Source: an optimization exercise on an open RTL-to-GDS flow (aim: small area and a short achievable clock period). Production flows keep margins and buffers that such runs may drop. At most, simulation tests tie the RTL to the original design; equivalence was not proved.

==> inputs of run E <==
// fft_butterfly
module fft_butterfly(clk, rst, in_valid, k,
                     ar, ai, br, bi,
                     out_valid, y0r, y0i, y1r, y1i);
export LEC_CHECK = 0
export ABC_AREA = 1
export CAP_MARGIN = 50
export CORE_MARGIN = 2
export CORE_UTILIZATION = 60
export CTS_BUF_LIST = sky130_fd_sc_hd__clkbuf_4 sky130_fd_sc_hd__clkbuf_8
export CTS_CLUSTER_DIAMETER = 60
export CTS_CLUSTER_SIZE = 14
export PLACE_DENSITY = 0.72
export SLEW_MARGIN = 70
export SYNTH_HIERARCHICAL = 1
export SYNTH_MEMORY_MAX_BITS = 32768
create_clock -name core_clock -period 10.0 [get_ports {clk}]
standard.sh (not shown) runs the stock make flow with config.mk's settings and CLKGATE_MAP_FILE= SYNTH_SCRIPT=/design/flow/synth_recipe.tcl, a recipe that flattens the netlist after the stock synthesis.
==> flow/flow/run.sh <==
#!/bin/bash
# Layout flow: the standard ORFS flow (standard.sh, unchanged synthesis),
# with two changes to how the layout is made:
#  - the port buffers are sky130_fd_sc_hd__buf_1 cells instead of the delay
#    buffers buffer_ports picks by default (every port still gets a buffer);
#  - ORFS's repair_timing steps aim at a setup margin of SETUP_MARGIN ns below
#    the 10 ns clock, so they size up the slowest paths.
# The clock period and constraints are the design's. Each tool's output goes
# to flow.log here; ORFS keeps its per-step logs under orfs/logs/.
set -euo pipefail
cd "$(dirname "$0")/.."
SETUP_MARGIN=$(cat flow/setup_margin.txt)
bash standard.sh "BUFFER_PORTS_ARGS=-buffer_cell sky130_fd_sc_hd__buf_1" \
  "SETUP_SLACK_MARGIN=$SETUP_MARGIN" finish > flow.log 2>&1
==> flow/flow/setup_margin.txt <==
6.4
==> run Y (differences from run E) <==
==> flow/flow/run.sh (replaced) <==
#!/bin/bash
# Layout flow: the standard ORFS flow (standard.sh, unchanged synthesis),
# with two changes to how the layout is made:
#  - the port buffers are sky130_fd_sc_hd__buf_2 cells instead of the delay
#    buffers buffer_ports picks by default (every port still gets a buffer);
#  - ORFS's repair_timing steps aim at a setup margin of SETUP_MARGIN ns below
#    the 10 ns clock, so they size up the slowest paths.
# The clock period and constraints are the design's. Each tool's output goes
# to flow.log here; ORFS keeps its per-step logs under orfs/logs/.
set -euo pipefail
cd "$(dirname "$0")/.."
SETUP_MARGIN=$(cat flow/setup_margin.txt)
bash standard.sh "BUFFER_PORTS_ARGS=-buffer_cell sky130_fd_sc_hd__buf_2" \
  "SETUP_SLACK_MARGIN=$SETUP_MARGIN" finish > flow.log 2>&1
--- a/flow/config.mk
+++ b/flow/config.mk
@@ -8,11 +8,9 @@
 export ABC_AREA = 1
 export CAP_MARGIN = 50
 export CORE_MARGIN = 2
-export CORE_UTILIZATION = 60
+export CORE_UTILIZATION = 55
 export CTS_BUF_LIST = sky130_fd_sc_hd__clkbuf_4 sky130_fd_sc_hd__clkbuf_8
-export CTS_CLUSTER_DIAMETER = 60
-export CTS_CLUSTER_SIZE = 14
-export PLACE_DENSITY = 0.72
+export PLACE_DENSITY = 0.7
 export SLEW_MARGIN = 70
 export SYNTH_HIERARCHICAL = 1
 export SYNTH_MEMORY_MAX_BITS = 32768
==> run summary <==
Run status: run E no timing/DRC/antenna violations; run Y no timing/DRC/antenna violations
Met1 layer usage reported by global route: run E 45.00%; run Y 41.47%
Clock period minus final worst setup slack: run E 3681 ps; run Y 3602 ps
Non-CTS inverters: run E 253; run Y 255
Post-route design area: run E 0.03413 mm^2; run Y 0.03572 mm^2
Number of well taps: run E 680; run Y 756
Sum of buffers and inverters on the critical path: run E 2; run Y 3
Final non-clock buffer share: run E 4.824%; run Y 5.909%
Critical R2R Launch: run E q2_n51$_DFF_P_; run Y q2_n69$_DFF_P_
Number of post-CTS setup repair buffers: run E 10; run Y 21
Worst setup slack for register-to-register paths: run E 6320 ps; run Y 6400 ps
Die Span Y: run E 232.1 um; run Y 242.2 um
FF+latch area: run E 0.007868 mm^2; run Y 0.007869 mm^2
Met3 demand-to-capacity share in global routing: run E 11.63%; run Y 10.31%
Clock Latency Late Sink: run E 660 ps; run Y 690 ps
Row cnt: run E 83; run Y 87
Starting density of the core: run E 60.72%; run Y 55.47%
Final net count: run E 3926; run Y 3975
Met2 demand-to-capacity share in global routing: run E 54.33%; run Y 50.47%
Number of DRC markers after the initial detailed-route iteration: run E 3325; run Y 3476
Die area: run E 0.05387 mm^2; run Y 0.05868 mm^2
No run of this note included a check of the RTL's function; only the layout flow was run.

* * *

==> build 19 <==
fft_butterfly, a different RTL version from the one above (not shown whole).
export LEC_CHECK = 0
export ABC_AREA = 1
export CAP_MARGIN = 20
export CORE_MARGIN = 2
export CORE_UTILIZATION = 40
export PLACE_DENSITY = 0.6
export SLEW_MARGIN = 20
export SYNTH_HIERARCHICAL = 1
export SYNTH_MEMORY_MAX_BITS = 32768
create_clock -name core_clock -period 10.0 [get_ports {clk}]
==> flow/flow/run.sh <==
#!/bin/bash
# Layout flow: the standard ORFS flow (standard.sh, unchanged synthesis),
# with the port buffers made of sky130_fd_sc_hd__buf_2 cells instead of the
# delay-buffer cells buffer_ports picks by default. Every input and output
# port still gets its own buffer. Each tool's output goes to flow.log here;
# ORFS keeps its per-step logs under orfs/logs/.
set -euo pipefail
cd "$(dirname "$0")/.."
bash standard.sh "BUFFER_PORTS_ARGS=-buffer_cell sky130_fd_sc_hd__buf_2" finish > flow.log 2>&1
==> inputs of trial 57, as changes to build 19 <==
==> flow/run.sh (new file) <==
#!/bin/bash
# synth_recipe.tcl (not shown) runs the flow's synth.tcl, then flattens the netlist and writes it again
# the make line also repeats each setting of config.mk as NAME=value (left out here)
make -C /OpenROAD-flow-scripts/flow DESIGN_CONFIG=/design/flow/config.mk WORK_HOME=/design/flow/orfs CLKGATE_MAP_FILE= SYNTH_SCRIPT=/design/flow/synth_recipe.tcl finish
- CAP_MARGIN: 20 -> 50
- SLEW_MARGIN: 20 -> 70
removed: flow/flow/run.sh
removed: flow/standard.sh
==> qor summary <==
| quantity | trial 57 | build 19 |
|---|---|---|
| Final nets | 4541 | 4529 |
| Routed metal-1 wire length | 46000 um | 44600 um |
| Crit. Startpoint | q2_br_17$_DFF_P_ | q2_br_13$_DFF_P_ |
| Worst reg2reg setup slack | 5.99 ns | 5.90 ns |
| # clk buffers | 58 | 63 |
| Final worst path period share | 0.401 | 0.410 |
| Worst path arrival time | 4.50 ns | 4.60 ns |
| Outcome | finished clean | finished clean |
| Average wire length per cell after detail routing | 22.0 um | 20.8 um |
| Routability congestion estimate | 0.937 | 0.959 |
| Layout clock area frac | 0.0473 | 0.0452 |
| Critical path data required time | 10.49 ns | 10.50 ns |
| Destination of the worst register-to-register timing path | q3_n1316$_DFF_P_ | q3_n1272$_DFF_P_ |
| Post-layout minimum cycle time | 4.01 ns | 4.10 ns |
| Worst reg2reg path startpoint | q2_br_17$_DFF_P_ | q2_br_13$_DFF_P_ |
| First-pass GRT wire length | 171000 um | 164000 um |
| Non-clock buffers, area share | 0.0545 | 0.0292 |

## afterwards: timing with drivers on the ports
How much do the figures lean on ideal ports? The routed layouts below were timed once more, with nothing changed but the port constraints.
Step 1: set_driving_cell puts a clkbuf_16 on clk and a buf_2 on each other input, an assumption about the parent block.
Step 2 moves the port delays by t, midway between the first and last clock arrival at a register: inputs arrive t later, outputs are due t later. That takes back most of the time a late clock gives input paths.
Slacks: no drivers / after step 1 / after step 2; pairs: no drivers / after step 1.
| run | shift t [ns] | setup slack, ns | worst setup path after step 2 |
|---|---|---|---|
| run E | 0.705 | 6.319 / 6.319 / 6.319 | register to register |
| run Y | 0.732 | 6.398 / 6.398 / 6.398 | register to register |
| build 19 | 0.694 | 5.898 / 5.898 / 5.898 | register to register |
| trial 57 | 0.685 | 5.992 / 5.992 / 5.992 | register to register |
After both steps every run listed still meets setup and hold.
